Background: an optimization exercise with open tools, aiming at small area, a short achievable clock period and few clock cycles. Do not read the settings as production practice. Only simulation tests tie the RTL to the original design; equivalence was not proved.

$ cat design/flow/design.v
module CLZ #(
  parameter W = 14
)(
  input [W - 1 : 0] in,
  output [4:0] lz
);
wire [15:0] x = {in, {(16 - W){1'b0}}};
wire [7:0] v1;
wire [7:0] c1;
wire [3:0] v2;
wire [1:0] c2 [0:3];
wire [1:0] v3;
wire [2:0] c3 [0:1];
genvar g;
generate
  for (g = 0; g < 8; g = g + 1) begin : l1
    assign v1[g] = x[2 * g + 1] | x[2 * g];
    assign c1[g] = ~x[2 * g + 1];
  end
  for (g = 0; g < 4; g = g + 1) begin : l2
    assign v2[g] = v1[2 * g + 1] | v1[2 * g];
    assign c2[g] = v1[2 * g + 1] ? {1'b0, c1[2 * g + 1]} : {1'b1, c1[2 * g]};
  end
  for (g = 0; g < 2; g = g + 1) begin : l3
    assign v3[g] = v2[2 * g + 1] | v2[2 * g];
    assign c3[g] = v2[2 * g + 1] ? {1'b0, c2[2 * g + 1]} : {1'b1, c2[2 * g]};
  end
endgenerate
wire any = v3[1] | v3[0];
wire [3:0] c4 = v3[1] ? {1'b0, c3[1]} : {1'b1, c3[0]};
assign lz = any ? {1'b0, c4} : W;
endmodule
module pfx_or #(
  parameter W = 16
)(
  input [W - 1 : 0] in,
  output [W - 1 : 0] out
);
localparam L = $clog2(W);
wire [W - 1 : 0] O [0 : L];
assign O[0] = in;
genvar l, i;
generate
  for (l = 0; l < L; l = l + 1) begin : lev
    for (i = 0; i < W; i = i + 1) begin : bt
      if ((i >> l) & 1) begin
        localparam integer j = ((i >> l) << l) - 1;
        assign O[l + 1][i] = O[l][i] | O[l][j];
      end else begin
        assign O[l + 1][i] = O[l][i];
      end
    end
  end
endgenerate
assign out = O[L];
endmodule
module padd #(
  parameter W = 16
)(
  input [W - 1 : 0] a, b,
  input cin,
  output [W - 1 : 0] s,
  output cout
);
localparam L = $clog2(W + 1);
wire [W : 0] G [0 : L];
wire [W : 0] P [0 : L];
assign G[0] = {a & b, cin};
assign P[0] = {a ^ b, 1'b0};
genvar l, i;
generate
  for (l = 0; l < L; l = l + 1) begin : lev
    for (i = 0; i <= W; i = i + 1) begin : bt
      if ((i >> l) & 1) begin
        localparam integer j = ((i >> l) << l) - 1;
        assign G[l + 1][i] = G[l][i] | (P[l][i] & G[l][j]);
        assign P[l + 1][i] = P[l][i] & P[l][j];
      end else begin
        assign G[l + 1][i] = G[l][i];
        assign P[l + 1][i] = P[l][i];
      end
    end
  end
endgenerate
assign s = P[0][W : 1] ^ G[L][W - 1 : 0];
assign cout = G[L][W];
endmodule
module pgt #(
  parameter W = 15
)(
  input [W - 1 : 0] a, b,
  output gt,
  output eq
);
localparam L = $clog2(W);
wire [W - 1 : 0] G [0 : L];
wire [W - 1 : 0] E [0 : L];
assign G[0] = a & ~b;
assign E[0] = ~(a ^ b);
genvar l, i;
generate
  for (l = 0; l < L; l = l + 1) begin : lev
    for (i = 0; i < W; i = i + 1) begin : bt
      if ((i >> l) & 1) begin
        localparam integer j = ((i >> l) << l) - 1;
        assign G[l + 1][i] = G[l][i] | (E[l][i] & G[l][j]);
        assign E[l + 1][i] = E[l][i] & E[l][j];
      end else begin
        assign G[l + 1][i] = G[l][i];
        assign E[l + 1][i] = E[l][i];
      end
    end
  end
endgenerate
assign gt = G[L][W - 1];
assign eq = E[L][W - 1];
endmodule
module dstep (
  input [14:0] r, d,
  output [14:0] r_out,
  output qb
);
wire [14:0] g0 = ~r & d;
wire [14:0] p0 = ~(r ^ d);
wire [14:0] G [0:4];
wire [14:0] P [0:4];
assign G[0] = g0;
assign P[0] = p0;
genvar l, i;
generate
  for (l = 0; l < 4; l = l + 1) begin : lev
    for (i = 0; i < 15; i = i + 1) begin : bt
      if ((i >> l) & 1) begin
        localparam integer j = ((i >> l) << l) - 1;
        assign G[l+1][i] = G[l][i] | (P[l][i] & G[l][j]);
        assign P[l+1][i] = P[l][i] & P[l][j];
      end else begin
        assign G[l+1][i] = G[l][i];
        assign P[l+1][i] = P[l][i];
      end
    end
  end
endgenerate
wire [14:0] bin = {G[4][13:0], 1'b0};
wire lt = G[4][14];         
assign qb = ~lt;
wire [14:0] t = (d ^ bin) & {15{~lt}};
wire [14:0] rn = r ^ t;
assign r_out = {rn[13:0], 1'b0};
endmodule
module divider #(
  parameter STEPS = 1
)(
  input [14:0] r_in,
  input [13:0] q_in,
  input [14:0] d,
  output [14:0] r_out,
  output [13:0] q_out
);
wire [14:0] r [0 : STEPS];
wire [13:0] q [0 : STEPS];
assign r[0] = r_in;
assign q[0] = q_in;
genvar i;
generate
  for (i = 0; i < STEPS; i = i + 1) begin : step
    wire qb;
    dstep st (.r(r[i]), .d(d), .r_out(r[i + 1]), .qb(qb));
    assign q[i + 1] = {q[i][12:0], qb};
  end
endgenerate
assign r_out = r[STEPS];
assign q_out = q[STEPS];
endmodule
module posit_extraction (
  input [15:0] x,
  output [14:0] t,
  output [5:0] sf,
  output [11:0] f,
  output zero,
  output nar
);
wire s = x[15];
wire [14:0] any_le;
pfx_or #(15) po (.in(x[14:0]), .out(any_le));
wire [14:0] lower_any = {any_le[13:0], 1'b0};
assign t = x[14:0] ^ ({15{s}} & lower_any);
assign zero = ~|x;
assign nar = s & ~lower_any[14] & ~x[14];
wire r0 = t[14];
wire [4:0] lz;
CLZ #(14) clz (.in(t[13:0] ^ {14{r0}}), .lz(lz));
wire [12:0] tmp = t[12:0] << lz[3:0];
assign f = tmp[11:0];
assign sf = {r0 ? {1'b0, lz[3:0]} : ~{1'b0, lz[3:0]}, tmp[12]};
endmodule
module posit_scalar (
  input div,
  input [5:0] a_sf, b_sf,
  output [5:0] md_sf
);
wire [5:0] bx = div ? ~b_sf : b_sf;
wire [6:0] msu = {a_sf[5], a_sf} + {bx[5], bx} + {6'd0, div};
wire signed [6:0] ms = msu;
assign md_sf = (ms > 7'sd28) ? 6'd28 : (ms < -7'sd28) ? -6'sd28 : ms[5:0];
endmodule
module posit_arithmetic_operator (
  input [1:0] opcode,
  input [15:0] a, b,
  input [13:0] div_q,          
  output [14:0] div_n, div_d,  
  output enc_sign,             
  output [5:0] enc_sf,
  output [14:0] enc_x,
  output nar,                  
  output muldiv_zero,          
  output add_zero              
);
wire [14:0] ta, tb;
wire [5:0] sfa, sfb;
wire [11:0] fa, fb;
wire za, zb, na, nb;
posit_extraction ea (.x(a), .t(ta), .sf(sfa), .f(fa), .zero(za), .nar(na));
posit_extraction eb (.x(b), .t(tb), .sf(sfb), .f(fb), .zero(zb), .nar(nb));
wire sa = a[15];
wire sb = b[15];
wire a_gt_b, a_eq_b;
pgt #(15) cmp (.a(ta), .b(tb), .gt(a_gt_b), .eq(a_eq_b));
wire eff_sub = sa ^ sb ^ opcode[0];
wire sum_zero = a_eq_b & eff_sub;
wire [5:0] sfg = a_gt_b ? sfa : sfb;
wire [11:0] fg = a_gt_b ? fa : fb;
wire [11:0] fs = a_gt_b ? fb : fa;
wire [5:0] d_ab = sfa - sfb;
wire [5:0] d_ba = sfb - sfa;
wire [5:0] shift = a_gt_b ? d_ab : d_ba;
wire [14:0] G = {2'b01, fg, 1'b0};
wire [14:0] S_full = {2'b01, fs, 1'b0};
wire [14:0] s1 = shift[0] ? {1'b0, S_full[14:1]} : S_full;
wire [14:0] s2 = shift[1] ? {2'b0, s1[14:2]} : s1;
wire [14:0] s4 = shift[2] ? {4'b0, s2[14:4]} : s2;
wire [14:0] s8 = shift[3] ? {8'b0, s4[14:8]} : s4;
wire out_any = (shift[1] & |s1[1:0]) | (shift[2] & |s2[3:0]) | (shift[3] & |s4[7:0]);
wire [14:0] S = (shift[5:4] != 2'b00) ? 15'd0 : s8;
wire sticky = shift[5] ? 1'b0 : shift[4] ? (shift[3:0] != 4'hf) : out_any;
wire [14:0] V;
padd #(15) addsub (.a(G), .b(S ^ {15{eff_sub}}), .cin(eff_sub & ~sticky), .s(V), .cout());
wire [25:0] P;
mul13 mul (.a(fa), .b(fb), .p(P));
wire [5:0] md_sf;
posit_scalar scal (.div(opcode[0]), .a_sf(sfa), .b_sf(sfb), .md_sf(md_sf));
wire fb_gt_fa;
pgt #(12) cmpf (.a(fb), .b(fa), .gt(fb_gt_fa), .eq());
wire lt = a_gt_b & fb_gt_fa;
assign div_n = {1'b1, fa, 2'b0};
assign div_d = lt ? {2'b01, fb, 1'b0} : {1'b1, fb, 2'b0};
wire [5:0] sf_d = md_sf - {5'b0, lt};
reg [14:0] x_r;
reg [5:0] sf_r;
reg s_r;
always @* begin
  case (opcode)
    2'b10: begin x_r = P[25:11]; sf_r = md_sf; s_r = sa ^ sb; end
    2'b11: begin x_r = {div_q, 1'b0}; sf_r = sf_d; s_r = sa ^ sb; end
    default: begin
      x_r = (za | zb) ? G : V;
      sf_r = sfg;
      s_r = a_gt_b ? sa : (sb ^ opcode[0]);
    end
  endcase
end
assign enc_sign = s_r;
assign enc_sf = sf_r;
assign enc_x = x_r;
assign nar = na | nb;
assign muldiv_zero = opcode[1] & (za | zb);
assign add_zero = ~opcode[1] & sum_zero;
endmodule
module mul13 (input [11:0] a, input [11:0] b, output [25:0] p);
wire neg0 = b[1] & ~(b[0] & 1'b0);
wire one0 = b[0] ^ 1'b0;
wire two0 = (b[1] & ~b[0] & ~1'b0) | (~b[1] & b[0] & 1'b0);
wire pp0_0 = ((one0 & a[0]) | (two0 & 1'b0)) ^ neg0;
wire pp0_1 = ((one0 & a[1]) | (two0 & a[0])) ^ neg0;
wire pp0_2 = ((one0 & a[2]) | (two0 & a[1])) ^ neg0;
wire pp0_3 = ((one0 & a[3]) | (two0 & a[2])) ^ neg0;
wire pp0_4 = ((one0 & a[4]) | (two0 & a[3])) ^ neg0;
wire pp0_5 = ((one0 & a[5]) | (two0 & a[4])) ^ neg0;
wire pp0_6 = ((one0 & a[6]) | (two0 & a[5])) ^ neg0;
wire pp0_7 = ((one0 & a[7]) | (two0 & a[6])) ^ neg0;
wire pp0_8 = ((one0 & a[8]) | (two0 & a[7])) ^ neg0;
wire pp0_9 = ((one0 & a[9]) | (two0 & a[8])) ^ neg0;
wire pp0_10 = ((one0 & a[10]) | (two0 & a[9])) ^ neg0;
wire pp0_11 = ((one0 & a[11]) | (two0 & a[10])) ^ neg0;
wire pp0_12 = ((one0 & 1'b1) | (two0 & a[11])) ^ neg0;
wire pp0_13 = ((one0 & 1'b0) | (two0 & 1'b1)) ^ neg0;
wire neg1 = b[3] & ~(b[2] & b[1]);
wire one1 = b[2] ^ b[1];
wire two1 = (b[3] & ~b[2] & ~b[1]) | (~b[3] & b[2] & b[1]);
wire pp1_0 = ((one1 & a[0]) | (two1 & 1'b0)) ^ neg1;
wire pp1_1 = ((one1 & a[1]) | (two1 & a[0])) ^ neg1;
wire pp1_2 = ((one1 & a[2]) | (two1 & a[1])) ^ neg1;
wire pp1_3 = ((one1 & a[3]) | (two1 & a[2])) ^ neg1;
wire pp1_4 = ((one1 & a[4]) | (two1 & a[3])) ^ neg1;
wire pp1_5 = ((one1 & a[5]) | (two1 & a[4])) ^ neg1;
wire pp1_6 = ((one1 & a[6]) | (two1 & a[5])) ^ neg1;
wire pp1_7 = ((one1 & a[7]) | (two1 & a[6])) ^ neg1;
wire pp1_8 = ((one1 & a[8]) | (two1 & a[7])) ^ neg1;
wire pp1_9 = ((one1 & a[9]) | (two1 & a[8])) ^ neg1;
wire pp1_10 = ((one1 & a[10]) | (two1 & a[9])) ^ neg1;
wire pp1_11 = ((one1 & a[11]) | (two1 & a[10])) ^ neg1;
wire pp1_12 = ((one1 & 1'b1) | (two1 & a[11])) ^ neg1;
wire pp1_13 = ((one1 & 1'b0) | (two1 & 1'b1)) ^ neg1;
wire neg2 = b[5] & ~(b[4] & b[3]);
wire one2 = b[4] ^ b[3];
wire two2 = (b[5] & ~b[4] & ~b[3]) | (~b[5] & b[4] & b[3]);
wire pp2_0 = ((one2 & a[0]) | (two2 & 1'b0)) ^ neg2;
wire pp2_1 = ((one2 & a[1]) | (two2 & a[0])) ^ neg2;
wire pp2_2 = ((one2 & a[2]) | (two2 & a[1])) ^ neg2;
wire pp2_3 = ((one2 & a[3]) | (two2 & a[2])) ^ neg2;
wire pp2_4 = ((one2 & a[4]) | (two2 & a[3])) ^ neg2;
wire pp2_5 = ((one2 & a[5]) | (two2 & a[4])) ^ neg2;
wire pp2_6 = ((one2 & a[6]) | (two2 & a[5])) ^ neg2;
wire pp2_7 = ((one2 & a[7]) | (two2 & a[6])) ^ neg2;
wire pp2_8 = ((one2 & a[8]) | (two2 & a[7])) ^ neg2;
wire pp2_9 = ((one2 & a[9]) | (two2 & a[8])) ^ neg2;
wire pp2_10 = ((one2 & a[10]) | (two2 & a[9])) ^ neg2;
wire pp2_11 = ((one2 & a[11]) | (two2 & a[10])) ^ neg2;
wire pp2_12 = ((one2 & 1'b1) | (two2 & a[11])) ^ neg2;
wire pp2_13 = ((one2 & 1'b0) | (two2 & 1'b1)) ^ neg2;
wire neg3 = b[7] & ~(b[6] & b[5]);
wire one3 = b[6] ^ b[5];
wire two3 = (b[7] & ~b[6] & ~b[5]) | (~b[7] & b[6] & b[5]);
wire pp3_0 = ((one3 & a[0]) | (two3 & 1'b0)) ^ neg3;
wire pp3_1 = ((one3 & a[1]) | (two3 & a[0])) ^ neg3;
wire pp3_2 = ((one3 & a[2]) | (two3 & a[1])) ^ neg3;
wire pp3_3 = ((one3 & a[3]) | (two3 & a[2])) ^ neg3;
wire pp3_4 = ((one3 & a[4]) | (two3 & a[3])) ^ neg3;
wire pp3_5 = ((one3 & a[5]) | (two3 & a[4])) ^ neg3;
wire pp3_6 = ((one3 & a[6]) | (two3 & a[5])) ^ neg3;
wire pp3_7 = ((one3 & a[7]) | (two3 & a[6])) ^ neg3;
wire pp3_8 = ((one3 & a[8]) | (two3 & a[7])) ^ neg3;
wire pp3_9 = ((one3 & a[9]) | (two3 & a[8])) ^ neg3;
wire pp3_10 = ((one3 & a[10]) | (two3 & a[9])) ^ neg3;
wire pp3_11 = ((one3 & a[11]) | (two3 & a[10])) ^ neg3;
wire pp3_12 = ((one3 & 1'b1) | (two3 & a[11])) ^ neg3;
wire pp3_13 = ((one3 & 1'b0) | (two3 & 1'b1)) ^ neg3;
wire neg4 = b[9] & ~(b[8] & b[7]);
wire one4 = b[8] ^ b[7];
wire two4 = (b[9] & ~b[8] & ~b[7]) | (~b[9] & b[8] & b[7]);
wire pp4_0 = ((one4 & a[0]) | (two4 & 1'b0)) ^ neg4;
wire pp4_1 = ((one4 & a[1]) | (two4 & a[0])) ^ neg4;
wire pp4_2 = ((one4 & a[2]) | (two4 & a[1])) ^ neg4;
wire pp4_3 = ((one4 & a[3]) | (two4 & a[2])) ^ neg4;
wire pp4_4 = ((one4 & a[4]) | (two4 & a[3])) ^ neg4;
wire pp4_5 = ((one4 & a[5]) | (two4 & a[4])) ^ neg4;
wire pp4_6 = ((one4 & a[6]) | (two4 & a[5])) ^ neg4;
wire pp4_7 = ((one4 & a[7]) | (two4 & a[6])) ^ neg4;
wire pp4_8 = ((one4 & a[8]) | (two4 & a[7])) ^ neg4;
wire pp4_9 = ((one4 & a[9]) | (two4 & a[8])) ^ neg4;
wire pp4_10 = ((one4 & a[10]) | (two4 & a[9])) ^ neg4;
wire pp4_11 = ((one4 & a[11]) | (two4 & a[10])) ^ neg4;
wire pp4_12 = ((one4 & 1'b1) | (two4 & a[11])) ^ neg4;
wire pp4_13 = ((one4 & 1'b0) | (two4 & 1'b1)) ^ neg4;
wire neg5 = b[11] & ~(b[10] & b[9]);
wire one5 = b[10] ^ b[9];
wire two5 = (b[11] & ~b[10] & ~b[9]) | (~b[11] & b[10] & b[9]);
wire pp5_0 = ((one5 & a[0]) | (two5 & 1'b0)) ^ neg5;
wire pp5_1 = ((one5 & a[1]) | (two5 & a[0])) ^ neg5;
wire pp5_2 = ((one5 & a[2]) | (two5 & a[1])) ^ neg5;
wire pp5_3 = ((one5 & a[3]) | (two5 & a[2])) ^ neg5;
wire pp5_4 = ((one5 & a[4]) | (two5 & a[3])) ^ neg5;
wire pp5_5 = ((one5 & a[5]) | (two5 & a[4])) ^ neg5;
wire pp5_6 = ((one5 & a[6]) | (two5 & a[5])) ^ neg5;
wire pp5_7 = ((one5 & a[7]) | (two5 & a[6])) ^ neg5;
wire pp5_8 = ((one5 & a[8]) | (two5 & a[7])) ^ neg5;
wire pp5_9 = ((one5 & a[9]) | (two5 & a[8])) ^ neg5;
wire pp5_10 = ((one5 & a[10]) | (two5 & a[9])) ^ neg5;
wire pp5_11 = ((one5 & a[11]) | (two5 & a[10])) ^ neg5;
wire pp5_12 = ((one5 & 1'b1) | (two5 & a[11])) ^ neg5;
wire pp5_13 = ((one5 & 1'b0) | (two5 & 1'b1)) ^ neg5;
wire neg6 = 1'b0 & ~(1'b1 & b[11]);
wire one6 = 1'b1 ^ b[11];
wire two6 = (1'b0 & ~1'b1 & ~b[11]) | (~1'b0 & 1'b1 & b[11]);
wire pp6_0 = ((one6 & a[0]) | (two6 & 1'b0)) ^ neg6;
wire pp6_1 = ((one6 & a[1]) | (two6 & a[0])) ^ neg6;
wire pp6_2 = ((one6 & a[2]) | (two6 & a[1])) ^ neg6;
wire pp6_3 = ((one6 & a[3]) | (two6 & a[2])) ^ neg6;
wire pp6_4 = ((one6 & a[4]) | (two6 & a[3])) ^ neg6;
wire pp6_5 = ((one6 & a[5]) | (two6 & a[4])) ^ neg6;
wire pp6_6 = ((one6 & a[6]) | (two6 & a[5])) ^ neg6;
wire pp6_7 = ((one6 & a[7]) | (two6 & a[6])) ^ neg6;
wire pp6_8 = ((one6 & a[8]) | (two6 & a[7])) ^ neg6;
wire pp6_9 = ((one6 & a[9]) | (two6 & a[8])) ^ neg6;
wire pp6_10 = ((one6 & a[10]) | (two6 & a[9])) ^ neg6;
wire pp6_11 = ((one6 & a[11]) | (two6 & a[10])) ^ neg6;
wire pp6_12 = ((one6 & 1'b1) | (two6 & a[11])) ^ neg6;
wire pp6_13 = ((one6 & 1'b0) | (two6 & 1'b1)) ^ neg6;
wire s1;
wire c2;
assign s1 = pp0_10 ^ pp1_8;
assign c2 = pp0_10 & pp1_8;
wire s3;
wire c4;
assign s3 = pp0_11 ^ pp1_9;
assign c4 = pp0_11 & pp1_9;
wire s5;
wire c6;
assign s5 = pp0_12 ^ pp1_10 ^ pp2_8;
assign c6 = (pp0_12 & pp1_10) | (pp0_12 & pp2_8) | (pp1_10 & pp2_8);
wire s7;
wire c8;
assign s7 = pp3_6 ^ pp4_4;
assign c8 = pp3_6 & pp4_4;
wire s9;
wire c10;
assign s9 = pp0_13 ^ pp1_11 ^ pp2_9;
assign c10 = (pp0_13 & pp1_11) | (pp0_13 & pp2_9) | (pp1_11 & pp2_9);
wire s11;
wire c12;
assign s11 = pp3_7 ^ pp4_5;
assign c12 = pp3_7 & pp4_5;
wire s13;
wire c14;
assign s13 = ~neg0 ^ pp1_12 ^ pp2_10;
assign c14 = (~neg0 & pp1_12) | (~neg0 & pp2_10) | (pp1_12 & pp2_10);
wire s15;
wire c16;
assign s15 = pp3_8 ^ pp4_6 ^ pp5_4;
assign c16 = (pp3_8 & pp4_6) | (pp3_8 & pp5_4) | (pp4_6 & pp5_4);
wire s17;
wire c18;
assign s17 = pp1_13 ^ pp2_11 ^ pp3_9;
assign c18 = (pp1_13 & pp2_11) | (pp1_13 & pp3_9) | (pp2_11 & pp3_9);
wire s19;
wire c20;
assign s19 = pp4_7 ^ pp5_5;
assign c20 = pp4_7 & pp5_5;
wire s21;
wire c22;
assign s21 = ~neg1 ^ pp2_12 ^ pp3_10;
assign c22 = (~neg1 & pp2_12) | (~neg1 & pp3_10) | (pp2_12 & pp3_10);
wire s23;
wire c24;
assign s23 = pp2_13 ^ pp3_11;
assign c24 = pp2_13 & pp3_11;
wire s25;
wire c26;
assign s25 = pp0_6 ^ pp1_4;
assign c26 = pp0_6 & pp1_4;
wire s27;
wire c28;
assign s27 = pp0_7 ^ pp1_5;
assign c28 = pp0_7 & pp1_5;
wire s29;
wire c30;
assign s29 = pp0_8 ^ pp1_6 ^ pp2_4;
assign c30 = (pp0_8 & pp1_6) | (pp0_8 & pp2_4) | (pp1_6 & pp2_4);
wire s31;
wire c32;
assign s31 = pp3_2 ^ pp4_0;
assign c32 = pp3_2 & pp4_0;
wire s33;
wire c34;
assign s33 = pp0_9 ^ pp1_7 ^ pp2_5;
assign c34 = (pp0_9 & pp1_7) | (pp0_9 & pp2_5) | (pp1_7 & pp2_5);
wire s35;
wire c36;
assign s35 = pp3_3 ^ pp4_1;
assign c36 = pp3_3 & pp4_1;
wire s37;
wire c38;
assign s37 = pp2_6 ^ pp3_4 ^ pp4_2;
assign c38 = (pp2_6 & pp3_4) | (pp2_6 & pp4_2) | (pp3_4 & pp4_2);
wire s39;
wire c40;
assign s39 = pp5_0 ^ neg5 ^ s1;
assign c40 = (pp5_0 & neg5) | (pp5_0 & s1) | (neg5 & s1);
wire s41;
wire c42;
assign s41 = pp2_7 ^ pp3_5 ^ pp4_3;
assign c42 = (pp2_7 & pp3_5) | (pp2_7 & pp4_3) | (pp3_5 & pp4_3);
wire s43;
wire c44;
assign s43 = pp5_1 ^ s3 ^ c2;
assign c44 = (pp5_1 & s3) | (pp5_1 & c2) | (s3 & c2);
wire s45;
wire c46;
assign s45 = pp5_2 ^ pp6_0 ^ neg6;
assign c46 = (pp5_2 & pp6_0) | (pp5_2 & neg6) | (pp6_0 & neg6);
wire s47;
wire c48;
assign s47 = s5 ^ s7 ^ c4;
assign c48 = (s5 & s7) | (s5 & c4) | (s7 & c4);
wire s49;
wire c50;
assign s49 = pp5_3 ^ pp6_1 ^ s9;
assign c50 = (pp5_3 & pp6_1) | (pp5_3 & s9) | (pp6_1 & s9);
wire s51;
wire c52;
assign s51 = s11 ^ c6 ^ c8;
assign c52 = (s11 & c6) | (s11 & c8) | (c6 & c8);
wire s53;
wire c54;
assign s53 = pp6_2 ^ 1'b1 ^ s13;
assign c54 = (pp6_2 & 1'b1) | (pp6_2 & s13) | (1'b1 & s13);
wire s55;
wire c56;
assign s55 = s15 ^ c10 ^ c12;
assign c56 = (s15 & c10) | (s15 & c12) | (c10 & c12);
wire s57;
wire c58;
assign s57 = pp6_3 ^ 1'b1 ^ s17;
assign c58 = (pp6_3 & 1'b1) | (pp6_3 & s17) | (1'b1 & s17);
wire s59;
wire c60;
assign s59 = s19 ^ c14 ^ c16;
assign c60 = (s19 & c14) | (s19 & c16) | (c14 & c16);
wire s61;
wire c62;
assign s61 = pp4_8 ^ pp5_6 ^ pp6_4;
assign c62 = (pp4_8 & pp5_6) | (pp4_8 & pp6_4) | (pp5_6 & pp6_4);
wire s63;
wire c64;
assign s63 = s21 ^ c18 ^ c20;
assign c64 = (s21 & c18) | (s21 & c20) | (c18 & c20);
wire s65;
wire c66;
assign s65 = pp4_9 ^ pp5_7 ^ pp6_5;
assign c66 = (pp4_9 & pp5_7) | (pp4_9 & pp6_5) | (pp5_7 & pp6_5);
wire s67;
wire c68;
assign s67 = 1'b1 ^ s23 ^ c22;
assign c68 = (1'b1 & s23) | (1'b1 & c22) | (s23 & c22);
wire s69;
wire c70;
assign s69 = ~neg2 ^ pp3_12 ^ pp4_10;
assign c70 = (~neg2 & pp3_12) | (~neg2 & pp4_10) | (pp3_12 & pp4_10);
wire s71;
wire c72;
assign s71 = pp5_8 ^ pp6_6 ^ c24;
assign c72 = (pp5_8 & pp6_6) | (pp5_8 & c24) | (pp6_6 & c24);
wire s73;
wire c74;
assign s73 = pp3_13 ^ pp4_11 ^ pp5_9;
assign c74 = (pp3_13 & pp4_11) | (pp3_13 & pp5_9) | (pp4_11 & pp5_9);
wire s75;
wire c76;
assign s75 = pp6_7 ^ 1'b1;
assign c76 = pp6_7 & 1'b1;
wire s77;
wire c78;
assign s77 = ~neg3 ^ pp4_12 ^ pp5_10;
assign c78 = (~neg3 & pp4_12) | (~neg3 & pp5_10) | (pp4_12 & pp5_10);
wire s79;
wire c80;
assign s79 = pp4_13 ^ pp5_11;
assign c80 = pp4_13 & pp5_11;
wire s81;
wire c82;
assign s81 = pp0_4 ^ pp1_2;
assign c82 = pp0_4 & pp1_2;
wire s83;
wire c84;
assign s83 = pp0_5 ^ pp1_3;
assign c84 = pp0_5 & pp1_3;
wire s85;
wire c86;
assign s85 = pp2_2 ^ pp3_0 ^ neg3;
assign c86 = (pp2_2 & pp3_0) | (pp2_2 & neg3) | (pp3_0 & neg3);
wire s87;
wire c88;
assign s87 = pp2_3 ^ pp3_1 ^ s27;
assign c88 = (pp2_3 & pp3_1) | (pp2_3 & s27) | (pp3_1 & s27);
wire s89;
wire c90;
assign s89 = neg4 ^ s29 ^ s31;
assign c90 = (neg4 & s29) | (neg4 & s31) | (s29 & s31);
wire s91;
wire c92;
assign s91 = s33 ^ s35 ^ c30;
assign c92 = (s33 & s35) | (s33 & c30) | (s35 & c30);
wire s93;
wire c94;
assign s93 = s37 ^ s39 ^ c34;
assign c94 = (s37 & s39) | (s37 & c34) | (s39 & c34);
wire s95;
wire c96;
assign s95 = s41 ^ s43 ^ c38;
assign c96 = (s41 & s43) | (s41 & c38) | (s43 & c38);
wire s97;
wire c98;
assign s97 = s45 ^ s47 ^ c42;
assign c98 = (s45 & s47) | (s45 & c42) | (s47 & c42);
wire s99;
wire c100;
assign s99 = s49 ^ s51 ^ c46;
assign c100 = (s49 & s51) | (s49 & c46) | (s51 & c46);
wire s101;
wire c102;
assign s101 = s53 ^ s55 ^ c50;
assign c102 = (s53 & s55) | (s53 & c50) | (s55 & c50);
wire s103;
wire c104;
assign s103 = s57 ^ s59 ^ c54;
assign c104 = (s57 & s59) | (s57 & c54) | (s59 & c54);
wire s105;
wire c106;
assign s105 = s61 ^ s63 ^ c58;
assign c106 = (s61 & s63) | (s61 & c58) | (s63 & c58);
wire s107;
wire c108;
assign s107 = s65 ^ s67 ^ c62;
assign c108 = (s65 & s67) | (s65 & c62) | (s67 & c62);
wire s109;
wire c110;
assign s109 = s69 ^ s71 ^ c66;
assign c110 = (s69 & s71) | (s69 & c66) | (s71 & c66);
wire s111;
wire c112;
assign s111 = s73 ^ s75 ^ c70;
assign c112 = (s73 & s75) | (s73 & c70) | (s75 & c70);
wire s113;
wire c114;
assign s113 = pp6_8 ^ s77 ^ c74;
assign c114 = (pp6_8 & s77) | (pp6_8 & c74) | (s77 & c74);
wire s115;
wire c116;
assign s115 = pp6_9 ^ 1'b1 ^ s79;
assign c116 = (pp6_9 & 1'b1) | (pp6_9 & s79) | (1'b1 & s79);
wire s117;
wire c118;
assign s117 = ~neg4 ^ pp5_12 ^ pp6_10;
assign c118 = (~neg4 & pp5_12) | (~neg4 & pp6_10) | (pp5_12 & pp6_10);
wire s119;
wire c120;
assign s119 = pp5_13 ^ pp6_11;
assign c120 = pp5_13 & pp6_11;
wire s121;
wire c122;
assign s121 = pp0_2 ^ pp1_0;
assign c122 = pp0_2 & pp1_0;
wire s123;
wire c124;
assign s123 = pp0_3 ^ pp1_1;
assign c124 = pp0_3 & pp1_1;
wire s125;
wire c126;
assign s125 = pp2_0 ^ neg2 ^ s81;
assign c126 = (pp2_0 & neg2) | (pp2_0 & s81) | (neg2 & s81);
wire s127;
wire c128;
assign s127 = pp2_1 ^ s83 ^ c82;
assign c128 = (pp2_1 & s83) | (pp2_1 & c82) | (s83 & c82);
wire s129;
wire c130;
assign s129 = s25 ^ s85 ^ c84;
assign c130 = (s25 & s85) | (s25 & c84) | (s85 & c84);
wire s131;
wire c132;
assign s131 = c26 ^ s87 ^ c86;
assign c132 = (c26 & s87) | (c26 & c86) | (s87 & c86);
wire s133;
wire c134;
assign s133 = c28 ^ s89 ^ c88;
assign c134 = (c28 & s89) | (c28 & c88) | (s89 & c88);
wire s135;
wire c136;
assign s135 = c32 ^ s91 ^ c90;
assign c136 = (c32 & s91) | (c32 & c90) | (s91 & c90);
wire s137;
wire c138;
assign s137 = c36 ^ s93 ^ c92;
assign c138 = (c36 & s93) | (c36 & c92) | (s93 & c92);
wire s139;
wire c140;
assign s139 = c40 ^ s95 ^ c94;
assign c140 = (c40 & s95) | (c40 & c94) | (s95 & c94);
wire s141;
wire c142;
assign s141 = c44 ^ s97 ^ c96;
assign c142 = (c44 & s97) | (c44 & c96) | (s97 & c96);
wire s143;
wire c144;
assign s143 = c48 ^ s99 ^ c98;
assign c144 = (c48 & s99) | (c48 & c98) | (s99 & c98);
wire s145;
wire c146;
assign s145 = c52 ^ s101 ^ c100;
assign c146 = (c52 & s101) | (c52 & c100) | (s101 & c100);
wire s147;
wire c148;
assign s147 = c56 ^ s103 ^ c102;
assign c148 = (c56 & s103) | (c56 & c102) | (s103 & c102);
wire s149;
wire c150;
assign s149 = c60 ^ s105 ^ c104;
assign c150 = (c60 & s105) | (c60 & c104) | (s105 & c104);
wire s151;
wire c152;
assign s151 = c64 ^ s107 ^ c106;
assign c152 = (c64 & s107) | (c64 & c106) | (s107 & c106);
wire s153;
wire c154;
assign s153 = c68 ^ s109 ^ c108;
assign c154 = (c68 & s109) | (c68 & c108) | (s109 & c108);
wire s155;
wire c156;
assign s155 = c72 ^ s111 ^ c110;
assign c156 = (c72 & s111) | (c72 & c110) | (s111 & c110);
wire s157;
wire c158;
assign s157 = c76 ^ s113 ^ c112;
assign c158 = (c76 & s113) | (c76 & c112) | (s113 & c112);
wire s159;
wire c160;
assign s159 = c78 ^ s115 ^ c114;
assign c160 = (c78 & s115) | (c78 & c114) | (s115 & c114);
wire s161;
wire c162;
assign s161 = c80 ^ s117 ^ c116;
assign c162 = (c80 & s117) | (c80 & c116) | (s117 & c116);
wire s163;
wire c164;
assign s163 = 1'b1 ^ s119 ^ c118;
assign c164 = (1'b1 & s119) | (1'b1 & c118) | (s119 & c118);
wire s165;
wire c166;
assign s165 = ~neg5 ^ pp6_12 ^ c120;
assign c166 = (~neg5 & pp6_12) | (~neg5 & c120) | (pp6_12 & c120);
wire s167;
wire c168;
assign s167 = pp6_13 ^ 1'b1;
assign c168 = pp6_13 & 1'b1;
wire [25:0] r0 = {s167, s165, s163, s161, s159, s157, s155, s153, s151, s149, s147, s145, s143, s141, s139, s137, s135, s133, s131, s129, s127, s125, s123, neg1, pp0_1, pp0_0};
wire [25:0] r1 = {c166, c164, c162, c160, c158, c156, c154, c152, c150, c148, c146, c144, c142, c140, c138, c136, c134, c132, c130, c128, c126, c124, c122, s121, 1'b0, neg0};
padd #(26) cpa (.a(r0), .b(r1), .cin(1'b0), .s(p), .cout());
endmodule
module posit_encoder (
  input sign,
  input [5:0] sf,
  input [11:0] f,
  output [15:0] ans
);
wire neg = sf[5];
wire [3:0] sh = sf[4:1] ^ {4{neg}};
wire [14:0] w = {~neg, neg, sf[0], f};
wire [29:0] wx = {{15{~neg}}, w} >> sh;
wire [15:0] t = {1'b0, wx[14:0]};
wire [15:0] any_le;
pfx_or #(16) po (.in(t), .out(any_le));
wire [15:0] lower_any = {any_le[14:0], 1'b0};
assign ans = t ^ ({16{sign}} & lower_any);
endmodule
module posit_top#(
  parameter posit_width = 16,  
  parameter es = 1  
)(
  input clk,
  input reset,
  input start,
  input [1:0] opcode,  
  input [posit_width - 1 : 0] a, b,
  output reg done,
  output zero,
  output [posit_width - 1 : 0] result
);
wire [14:0] div_n, div_d;
wire enc_sign, nar, muldiv_zero, add_zero;
wire [5:0] enc_sf;
wire [14:0] enc_x;
reg busy1, busy2, busy3;
reg [14:0] r_reg, d_reg;
reg [13:0] q_reg;
reg sign_reg, nar_reg, mdz_reg, addz_reg, div_reg;
reg [5:0] sf_reg;
reg [14:0] x_reg;
wire [4:0] lz_out;
CLZ #(15) clz_out (.in(x_reg), .lz(lz_out));
wire [14:0] xn = x_reg << lz_out[3:0];
wire [11:0] f_out = xn[13:2];
wire [5:0] sf_out = div_reg ? sf_reg : sf_reg + 6'd1 - {2'b0, lz_out[3:0]};
wire [15:0] enc_ans;
posit_encoder enc (.sign(sign_reg), .sf(sf_out), .f(f_out), .ans(enc_ans));
assign result = nar_reg ? 16'h8000 : (mdz_reg | addz_reg) ? 16'h0000 : enc_ans;
assign zero = addz_reg | (~mdz_reg & sf_out[5] & (sf_out[4:2] == 3'b000));
wire [14:0] r4, r5;
wire [13:0] q4, q5;
divider #(.STEPS(4)) div_b4 (.r_in(r_reg), .q_in(q_reg), .d(d_reg), .r_out(r4), .q_out(q4));
divider #(.STEPS(1)) div_b1 (.r_in(r4), .q_in(q4), .d(d_reg), .r_out(r5), .q_out(q5));
posit_arithmetic_operator core (
  .opcode(opcode), .a(a), .b(b), .div_q(q4),
  .div_n(div_n), .div_d(div_d),
  .enc_sign(enc_sign), .enc_sf(enc_sf), .enc_x(enc_x),
  .nar(nar), .muldiv_zero(muldiv_zero), .add_zero(add_zero)
);
wire start_div = start & opcode[1] & opcode[0];
always @(posedge clk or posedge reset) begin
  if (reset) begin
    done <= 1'b0;
    busy1 <= 1'b0;
    busy2 <= 1'b0;
    busy3 <= 1'b0;
  end else begin
    done <= (start & ~start_div) | busy3;
    busy1 <= start_div;
    busy2 <= busy1;
    busy3 <= busy2;
  end
end
always @(posedge clk) begin
  sign_reg <= enc_sign;
  sf_reg <= enc_sf;
  x_reg <= enc_x;
  div_reg <= opcode[1] & opcode[0];
  nar_reg <= nar;
  mdz_reg <= muldiv_zero;
  addz_reg <= add_zero;
  r_reg <= (busy1 | busy2) ? r5 : div_n;
  q_reg <= (busy1 | busy2) ? q5 : 14'd0;
  d_reg <= div_d;
end
endmodule
$ cat design/flow/flow/run.sh
#!/bin/bash
# Layout flow: the standard layout (standard.sh) with two settings
# changed on its make command line:
#  - ADDER_MAP_FILE is left empty, so Yosys does not extract full/half adders
#    into sky130 fa/ha cells and ABC maps the arithmetic into ordinary gates
#    (faster carry paths);
#  - BUFFER_PORTS_ARGS makes the port buffers (every input and output port
#    still gets one) sky130_fd_sc_hd__buf_4 cells instead of the default
#    delay cells.
# Everything else, including the registers the synthesis makes, is the
# standard flow's. The ORFS output goes to flow_orfs.log.
set -euo pipefail
cd "$(dirname "$0")/.."
sed "s/CLKGATE_MAP_FILE= /CLKGATE_MAP_FILE= ADDER_MAP_FILE= 'BUFFER_PORTS_ARGS=-buffer_cell sky130_fd_sc_hd__buf_4' /" standard.sh > standard_own.sh
grep -q 'ADDER_MAP_FILE= ' standard_own.sh
bash standard_own.sh > flow_orfs.log 2>&1 || { tail -50 flow_orfs.log; exit 1; }
test -f out/final.def
$ cat design/flow/standard.sh
#!/bin/bash
# synth_recipe.tcl (not shown) runs the flow's synth.tcl, then flattens the netlist and writes it again
# the make line also repeats each setting of config.mk as NAME=value (left out here)
make -C /OpenROAD-flow-scripts/flow DESIGN_CONFIG=/design/flow/config.mk WORK_HOME=/design/flow/orfs CLKGATE_MAP_FILE= SYNTH_SCRIPT=/design/flow/synth_recipe.tcl "${@:-finish}"
$ cat design/flow/config.mk
export PLATFORM = sky130hd
export DESIGN_NAME = posit_top
export DESIGN_NICKNAME = posit_top
export VERILOG_FILES = /design/flow/design.v
export SDC_FILE = /design/flow/constraint.sdc
export NUM_CORES = 4
export LEC_CHECK = 0
export ABC_AREA = 1
export CAP_MARGIN = 20
export CORE_MARGIN = 2
export CORE_UTILIZATION = 55
export SETUP_SLACK_MARGIN = 1.75
export SLEW_MARGIN = 20
export TNS_END_PERCENT = 5
$ cat design/flow/constraint.sdc
create_clock -name core_clock -period 10.5 [get_ports {clk}]
set_input_delay 2.1000 -clock core_clock [delete_from_list [all_inputs] [get_ports {clk}]]
set_output_delay 2.1000 -clock core_clock [all_outputs]
set_load 0.01 [all_outputs]
==> qor.txt, run 1 <==
Outcome = timing/DRC/antenna clean
Layout cells sized above 1 = 10.2%
Core area = 36400 um^2
Maximum clock path buffer count = 2
H-tree level count = 3
TritonCTS Sinks = 67
Die area = 38300 um^2
EDFF count, synth = 0
# port buffers = 54
Clock skew = 0.0131 ns
RSZ-0062 raised after global routing = yes
Hold buffer count at CTS = 0
Via count = 26100
Fin util = 61.0%
CP Data Required Time = 8.40 ns
Post-synth cell types = 73
Final Hold Slack = 0.376 ns
Fin. Hold Viols = 0
Max Cap Viol = 0
Post-route ant nets = 0
Drt wl/cell = 14.8 um
Rel. slew slack = 21.8%
Area growth from synthesis to layout = 9.91%
Critical path class = flop to primary output
Row count = 70
Starting density of the core = 55.5%
WP data arrival = 6.15 ns
CP max FO = 12
First-pass GRT wire length = 111 mm
Cts bufs inserted = 9
Critical path endpoint category = primary output
Root Buffer Master = clkbuf_16
DP HPWL = 54.3 mm
#FFs+latches synth = 67
Hold Crit Class = flop to flop
Nets@finish = 4274
Total negative setup slack = 0 ns
Main synth FF type = dfxtp_1
Synth top area cells = nand2_1 33%, nand3_1 14%, inv_1 8.7%
Final critical-path share of the clock period = 78.6%
GRT Total Usage = 34.9%
Max Fclk = 121 MHz
Biggest cell delay along the critical path = 0.33 ns
Fin worst setup slack = 2.25 ns
CTS tree = built
Vias in the first global route = 22300
Initial antenna violation count = 3
Reg-to-reg slack, setup = 2.30 ns
Placer Congestion = 0.980
Drt drc = 0
Total wire length = 69.9 mm
Asr flop ratio synth = 5.97%
First drt pass iteration count = 6
Via density = 5.53
Worst slew pin tran = 1.16 ns
Die W = 196 um
Slew Limit Fails = 0
Post-synth top area cell = nand2_1
Worst Setup Start Kind = flop
Final count of negative-setup-slack endpoints = 0
Ys Warns = 13
Post-Place Worst Slack = 0.836 ns
Largest net degree at the start of global routing = 52
Fin crit period = 8.25 ns
Synth Net Count = 4222
Drt initial violations = 2379
Post-Syn Area = 20200 um^2
Clk slew on worst S/H paths = 0.05 ns
Clock latency (worst-skew pair) = 0.35 ns
Sequential-to-total area share from yosys stat = 6.73%
Die Height = 196 um
# IOs = 55
Max FFs per register = 15
GRT overflow = 0
Crit-path slowest cell = dfxtp_1
Yosys top cell area share = 33.2%
Cells after Synth = 4185
Synthesized area per cell = 4.83 um^2
stage by stage:
| step | instance area, um^2 | std cells |
|---|---|---|
| after floorplan | 20200 | 4185 |
| after global placement | 20800 | 4615 |
| after detailed placement | 20800 | 4615 |
| after CTS | 21100 | 4632 |
| after global routing | 22200 | 4710 |
| final | 22200 | 4712 |
synthesized netlist by cell type (17+ instances only):
| master | n |
|---|---|
| nor2_1 | 246 |
| clkbuf_1 | 45 |
| o21ai_1 | 40 |
| nand3b_1 | 27 |
| a21oi_1 | 84 |
| nand3_1 | 579 |
| dfxtp_1 | 63 |
| nand4_1 | 72 |
| inv_2 | 45 |
| o22ai_1 | 19 |
| nand2_2 | 36 |
| nor2_2 | 21 |
| buf_4 | 17 |
| nand2_1 | 1789 |
| o21ai_0 | 227 |
| xor2_1 | 86 |
| o211ai_1 | 19 |
| buf_2 | 36 |
| inv_1 | 471 |
| nor3_1 | 33 |
layout make-up:
| cell class | count | area [um^2] |
|---|---|---|
| inverters | 525 | 2040 |
| flip-flops and latches | 67 | 1370 |
| clock buffers | 11 | 243 |
| repair inverters | 5 | 30.0 |
| clock inverters | 5 | 61.3 |
| repair buffers | 146 | 1150 |
| diodes | 2 | 5.00 |
| multi-input cells | 3483 | 16700 |
| well taps | 468 | 586 |
| fillers | 3979 | 14200 |
repair_timing:
| item | CTS | global route |
|---|---|---|
| gates cloned | 1 | 13 |
| resized for setup | 17 | 123 |
| buffers inserted | 0 | 65 |
| setup endpoints to repair | 33 | 39 |
| pin swaps | 0 | 19 |
layer usage:
| metal | wire (um) | GRT usage, % |
|---|---|---|
| met1 | 31300 | 47.3 |
| met2 | 30900 | 58.4 |
| met3 | 5460 | 3.61 |
| met4 | 2240 | 10.8 |
| met5 | 0 | 0 |
kinds of logic (layout without fill, tap and decap cells):
family / Yosys count / count (layout) / share of synthesized area [%]
other cells: 0 / 2 / 0
buf+inv: 643 / 692 / 13.0
simple gates: 2880 / 2886 / 61.3
mux: 1 / 1 / 0.0495
compound gates: 488 / 490 / 14.1
xor+xnor: 106 / 106 / 4.91
flops: 67 / 67 / 6.73
path summary, 6_finish.rpt:
check / from / end / cells past startpoint
setup / recovery: x_reg[13] / result[14] / 43
hold / removal: busy1 / busy2 / 0
setup reg to reg: d_reg[11] / r_reg[8] / 44
hold reg to reg: busy1 / busy2 / 0
max in group asynchronous: reset / busy1 / 2
min in group asynchronous: reset / busy2 / 2
critical path, delay by kind of cell, from the launching register on:
family,cells,cell delay (ns)
buffers and inverters,10,1.02
AND/OR/NAND/NOR,24,3.05
XOR/XNOR,2,0.27
AO/OA/AOI/OAI,7,1.13
flip-flops,1,0.33
cell usage in the layout, fill, tap and decap left out, drive strengths merged, types with 37 or more instances in the layout:
cell type  instances
inv              505
xor2              87
a21oi             92
nand4             74
nor3              37
buf              146
nand2           1832
nand3            594
nor2             279
o21ai            279
dfxtp             63
Testbench counts, summed over its fixed seeds: cycles 46,265.
==> run 2: changes to the inputs <==
==> design/flow/flow/run.sh (replaced) <==
#!/bin/bash
# Layout flow: the standard layout (standard.sh), with one synthesis
# setting changed: ADDER_MAP_FILE is left empty, so Yosys does not extract
# full/half adders into sky130 fa/ha cells and ABC maps the arithmetic into
# ordinary gates (faster carry paths). Everything else, including the
# registers the synthesis makes, is the standard flow's.
set -euo pipefail
cd "$(dirname "$0")/.."
sed 's/CLKGATE_MAP_FILE= /CLKGATE_MAP_FILE= ADDER_MAP_FILE= /' standard.sh > standard_noadder.sh
grep -q 'ADDER_MAP_FILE= ' standard_noadder.sh
bash standard_noadder.sh > flow_orfs.log 2>&1 || { tail -50 flow_orfs.log; exit 1; }
test -f out/final.def
--- a/design/flow/config.mk
+++ b/design/flow/config.mk
@@ -10,5 +10,5 @@
 export CORE_MARGIN = 2
 export CORE_UTILIZATION = 55
-export SETUP_SLACK_MARGIN = 1.75
+export SETUP_SLACK_MARGIN = 1.25
 export SLEW_MARGIN = 20
-export TNS_END_PERCENT = 5
+export TNS_END_PERCENT = 0
==> run 2 against run 1 <==
Compared with the run above:
- still clean on timing, DRC and antenna
- synthesized cell count is the same
- setup slack lost 0.60 ns
- critical endpoint is now x_reg[4]
- register-to-register slack lost 0.47 ns
- non-clock buffer count shrank 27
- die area is the same
- clock skew shrank 0.0012 ns
==> qor.txt, run 2 <==
CP Data Required Time = 10.70 ns
Main synth FF type = dfxtp_1
Via density = 5.53
Area growth from synthesis to layout = 7.69%
Finished Layout Cells = 4672
Cells after Synth = 4185
Drt drc = 0
Via count = 25800
Synthesized area per cell = 4.83 um^2
Ys Warns = 13
Core area = 36400 um^2
Drt wl/cell = 14.6 um
Maximum clock path buffer count = 2
Placer Congestion = 1.03
Clk slew on worst S/H paths = 0.05 ns
Worst Setup Start Kind = input pin
Initial antenna violation count = 0
DP Cell Count = 4630
Starting density of the core = 55.5%
Commonest non-fill, non-tap cell in the layout = nand2_1
Fin crit period = 8.85 ns
Biggest cell delay along the critical path = 0.60 ns
DP HPWL = 54.4 mm
Hold Crit Class = flop to flop
# port buffers = 54
First drt pass iteration count = 7
Count leader, synth = nand2_1
#FFs+latches synth = 67
Die W = 196 um
CP max FO = 51
Synth Net Count = 4222
Post-synth top area cell = nand2_1
CTS tree = built
First-pass GRT wire length = 111 mm
Layout cells sized above 1 = 7.30%
Total negative setup slack = 0 ns
GRT overflow = 0
Most frequent cells in the layout = 1773 x nand2_1, 577 x nand3_1, 463 x inv_1
Fin util = 59.8%
H-tree level count = 3
Sequential-to-total area share from yosys stat = 6.73%
Post-Place Worst Slack = 0.698 ns
# IOs = 55
Yosys top cell area share = 33.2%
Fin worst setup slack = 1.65 ns
Vias in the first global route = 22400
Max FFs per register = 15
Top cells by count, synth = 1789 x nand2_1, 579 x nand3_1, 471 x inv_1, 246 x nor2_1, 227 x o21ai_0
Max Fclk = 113 MHz
Clock latency (worst-skew pair) = 0.35 ns
Nets@finish = 4236
Die area = 38300 um^2
Final count of negative-setup-slack endpoints = 0
Critical path class = input pin to flop
Total wire length = 68.2 mm
Critical path endpoint category = flop
GRT Total Usage = 34.9%
Final critical-path share of the clock period = 84.3%
Asr flop ratio synth = 5.97%
Post-route ant nets = 0
Post-Syn Area = 20200 um^2
TritonCTS Sinks = 67
Post-synth cell types = 73
WP data arrival = 9.05 ns
Ant diodes = 0
Synth top area cells = nand2_1 33%, nand3_1 14%, inv_1 8.7%
Outcome = timing/DRC/antenna clean
Worst slew pin tran = 0.763 ns
Root Buffer Master = clkbuf_16
Crit path top cell by count = nand2_1
EDFF count, synth = 0
Drt initial violations = 2241
Hold buffer count at CTS = 0
RSZ-0062 raised after global routing = yes
Slew Limit Fails = 0
Max Cap Viol = 0
Largest net degree at the start of global routing = 52
Fin. Hold Viols = 0
Clock skew = 0.0119 ns
Die Height = 196 um
Cts bufs inserted = 9
Rel. slew slack = 48.6%
R2R depth = 49
Row count = 70
Crit-path slowest cell = or4_1
Hold depth = 0
==> run 2: cell counts after synthesis <==
No cell type changed its count.
==> run 2: metrics by stage <==
stage / hold slack (ns) / cell area, um^2
floorplan: 0.354 / 20200
global placement: 0.360 / 21000
detailed placement: 0.363 / 21000
CTS: 0.375 / 21300
global route: 0.397 / 21800
finish: 0.373 / 21800
==> run 2: layer usage <==
layer / up-vias / GRT usage, % / share of wire, %
met4: 0 / 10.9 / 3.0
met1: 11300 / 46.1 / 45
met3: 130 / 4.99 / 7.9
met5: - / 0 / 0
li1: 13500 / - / -
met2: 922 / 58.7 / 45
==> run 2: area by class of cell <==
class | instances | area, um^2
Clock buffer | 9 | 225
Clock inverter | 7 | 76.3
Fill cell | 4023 | 14700
Inverter | 525 | 2010
Multi-Input combinational cell | 3476 | 16500
Sequential cell | 67 | 1360
Tap cell | 468 | 586
Timing Repair Buffer | 119 | 1030
Timing Repair inverter | 1 | 5.00
==> run 2: cell families after synthesis <==
kind of cell	share of synthesized area, %
AND/OR/NAND/NOR	61.3
AO/OA/AOI/OAI	14.1
flip-flops	6.73
XOR/XNOR	4.91
buffers and inverters	13.0
multiplexers	0.0495
==> run 2: worst paths after layout <==
| check | from | endpoint | slack, ns |
|---|---|---|---|
| max in group asynchronous | reset | busy1 | 8.40 |
| worst max register to register | d_reg[10] | r_reg[8] | 1.83 |
| worst min register to register | busy2 | busy3 | 0.37 |
| min in group asynchronous | reset | done | 1.95 |
| worst min-delay path | busy2 | busy3 | 0.37 |
| worst max-delay path | a[0] | x_reg[4] | 1.65 |
==> run 2: worst max-delay path: cells and delay by family <==
family / cells / cell delay [ns]
AND/OR/NAND/NOR: 23 / 3.64
AO/OA/AOI/OAI: 9 / 1.84
buffers and inverters: 6 / 1.46
==> run 2: timing repair <==
item / in CTS / in global routing
resized for setup: 8 / 73
pin swaps: 1 / 7
gates cloned: 0 / 2
setup endpoints to repair: 18 / 41
buffers inserted: 1 / 23
==> run 3: changes to the inputs <==
--- a/design/flow/config.mk
+++ b/design/flow/config.mk
@@ -10,5 +10,5 @@
 export CORE_MARGIN = 2
 export CORE_UTILIZATION = 55
-export SETUP_SLACK_MARGIN = 1.25
+export SETUP_SLACK_MARGIN = 1.5
 export SLEW_MARGIN = 20
-export TNS_END_PERCENT = 0
+export TNS_END_PERCENT = 5
==> run 3 against run 2 <==
Compared with the run above:
- flip-flop and latch count did not move
- still clean on timing, DRC and antenna
- highest routed layer unchanged
- non-clock buffer count grew 30
- critical endpoint unchanged
- clock skew is essentially flat
- final cell count grew 0.77%
==> qor.txt, run 3 <==
Post-synth top area cell = nand2_1
Die Height = 196 um
Commonest non-fill, non-tap cell in the layout = nand2_1
Post-route ant nets = 0
DP HPWL = 54.4 mm
WHS Endpoint = busy3
R2R depth = 46
Synth Area in Compound Gates = 14.1%
Clk slew on worst S/H paths = 0.06 ns
Worst Setup Start Kind = input pin
Fin crit period = 8.52 ns
Max FFs per register = 15
Reg-to-reg slack, setup = 1.99 ns
CP Data Required Time = 10.70 ns
Ys Warns = 13
Hold Crit Class = flop to flop
Crit-path slowest cell = or4_1
TritonCTS Sinks = 67
Post-synthesis adder-cell area fraction = 0%
Synth top area cells = nand2_1 33%, nand3_1 14%, inv_1 8.7%
Placer Congestion = 1.03
Biggest cell delay along the critical path = 0.59 ns
Hold buffer count at CTS = 0
Fin. Hold Viols = 0
Maximum clock path buffer count = 2
Fin util = 61.1%
Fillers = 3961
Outcome = timing/DRC/antenna clean
Main synth FF type = dfxtp_1
# port buffers = 54
Post-synth cell types = 73
Cells after Synth = 4185
Post-Syn Area = 20200 um^2
Asr flop ratio synth = 5.97%
Clock skew = 0.0120 ns
Synthesized area per cell = 4.83 um^2
Drt drc = 0
H-tree level count = 3
RSZ-0062 raised after global routing = yes
GRT Total Usage = 35.0%
Drt wl/cell = 14.8 um
FF-to-FF Start = d_reg[8]
Max Fclk = 117 MHz
CTS tree = built
Rel. slew slack = 48.3%
Critical path endpoint category = flop
Critical path class = input pin to flop
First drt pass iteration count = 7
Mux cell area share after synthesis = 0.0495%
Area growth from synthesis to layout = 10.1%
Die area = 38300 um^2
Sequential-to-total area share from yosys stat = 6.73%
Largest net degree at the start of global routing = 52
Drt initial violations = 2360
Count leader, synth = nand2_1
Final critical-path share of the clock period = 81.1%
Starting density of the core = 55.5%
Slew Limit Fails = 0
Worst slew pin tran = 0.767 ns
FF/Latch Area = 1360 um^2
Crit path top cell by count = nand2_1
#FFs+latches synth = 67
Row count = 70
Max Cap Viol = 0
Final count of negative-setup-slack endpoints = 0
R2r endpoint = r_reg[8]
XOR/XNOR Fraction of Synth Area = 4.91%
Via density = 5.55
Top cells by count, synth = 1789 x nand2_1, 579 x nand3_1, 471 x inv_1, 246 x nor2_1, 227 x o21ai_0
Multi-input gate area = 16700 um^2
Critical hold path startpoint = busy2
Clock latency (worst-skew pair) = 0.35 ns
Ant diodes = 0
Cts bufs inserted = 9
Core area = 36400 um^2
Largest family of logic cells by synthesized area = simple AND/OR/NAND/NOR gates
Initial antenna violation count = 0
Via count = 26100
WP data arrival = 8.72 ns
EDFF count, synth = 0
GRT overflow = 0
Layout cells sized above 1 = 8.75%
Nets@finish = 4272
Vias in the first global route = 22400
CP max FO = 51
# IOs = 55
Hold depth = 0
Root Buffer Master = clkbuf_16
Total negative setup slack = 0 ns
Die W = 196 um
Synth Net Count = 4222
First-pass GRT wire length = 111 mm
Most frequent cells in the layout = 1770 x nand2_1, 574 x nand3_1, 459 x inv_1
Total wire length = 69.6 mm
Yosys top cell area share = 33.2%
Post-Synth Simple-Gate Area = 61.3%
==> run 3: cell counts after synthesis <==
Identical to the previous run, type by type.
==> run 3: logic make-up (layout without fill, tap and decap cells) <==
logic type / after synthesis / after routing
mux: 1 / 1
flops: 67 / 67
simple gates: 2880 / 2883
buf+inv: 643 / 694
xor+xnor: 106 / 106
compound gates: 488 / 489
==> run 3: critical path: cells and delay by family <==
kind / cells / cell delay [ns]
AND/OR/NAND/NOR: 23 / 3.33
AO/OA/AOI/OAI: 9 / 1.78
buffers and inverters: 7 / 1.46
==> run 3: timing repair <==
item	CTS	global route
cloned	0	8
gates resized for setup	18	121
setup buffers	4	50
pin swaps	1	18
endpoints found under the setup margin	22	42
==> run 3: metrics by stage <==
step	area [um^2]	setup slack (ns)	hold slack, ns	cells
after detailed placement	21000	0.698	0.363	4630
after global routing	22300	1.26	0.397	4708
after floorplan	20200	3.03	0.354	4185
after CTS	21400	1.45	0.375	4650
final	22300	1.98	0.373	4708
after global placement	21000	0.802	0.360	4630
==> run 3: per-layer routing <==
layer / up-vias / share of wire (%) / wire, um / global-route usage, %
li1: 13500 / - / - / -
met2: 1019 / 45 / 31000 / 58.9
met4: 0 / 3.1 / 2160 / 11.0
met3: 148 / 8.2 / 5710 / 4.47
met1: 11400 / 44 / 30600 / 46.4
met5: - / 0 / 0 / 0
==> run 3: final cells by class <==
class / instances / area share (%)
Timing Repair Buffer: 149 / 5.65
Clock inverter: 7 / 0.343
Tap cell: 468 / 2.63
Clock buffer: 9 / 1.01
Timing Repair inverter: 4 / 0.0899
Inverter: 525 / 9.11
Multi-Input combinational cell: 3479 / 75.0
Sequential cell: 67 / 6.13
==> run 3: how the worst max path moves through the flow <==
stage               depth (start not counted)  slack (ns)      start         end
finish                                     39        1.98       a[0]    x_reg[4]
floorplan                                  41        3.03  x_reg[14]  result[14]
global route                               44        1.26  x_reg[13]  result[13]
global placement                           46        0.80       a[0]    x_reg[8]
CTS                                        42        1.45  x_reg[13]  result[14]
detailed placement                         49        0.70       b[0]   x_reg[12]

[static timing again, ports no longer ideal]
The results above use ideal ports. As a check the final layouts listed here were re-extracted and re-timed, cells and wires unchanged.
Step 1 sets driving cells, clkbuf_16 on the clock port and buf_2 on the other inputs (assumed; they add their load-dependent delay and slew).
Step 2 adds t to the input delays and takes it off the output delays; t is the mean of the earliest and latest rising clock arrival at the registers after step 1. Input paths then give back, and output paths get back, about the clock's delay inside the block.
Three values: no drivers, after step 1, after step 2; two values: the first two.
| run | t, ns | slack for setup (ns) | worst data-port slew with drivers (ns) |
|---|---|---|---|
| run 1 | 0.395 | 2.247 / 2.197 / 2.050 | 0.07 |
| run 2 | 0.396 | 1.646 / 1.680 / 1.284 | 0.04 |
| run 3 | 0.390 | 1.982 / 1.993 / 1.622 | 0.04 |
After both steps setup and hold are still met in every run listed. For run 2, which loses most, drivers alone change the setup slack by +0.034 ns; drivers and shift together by -0.362 ns.
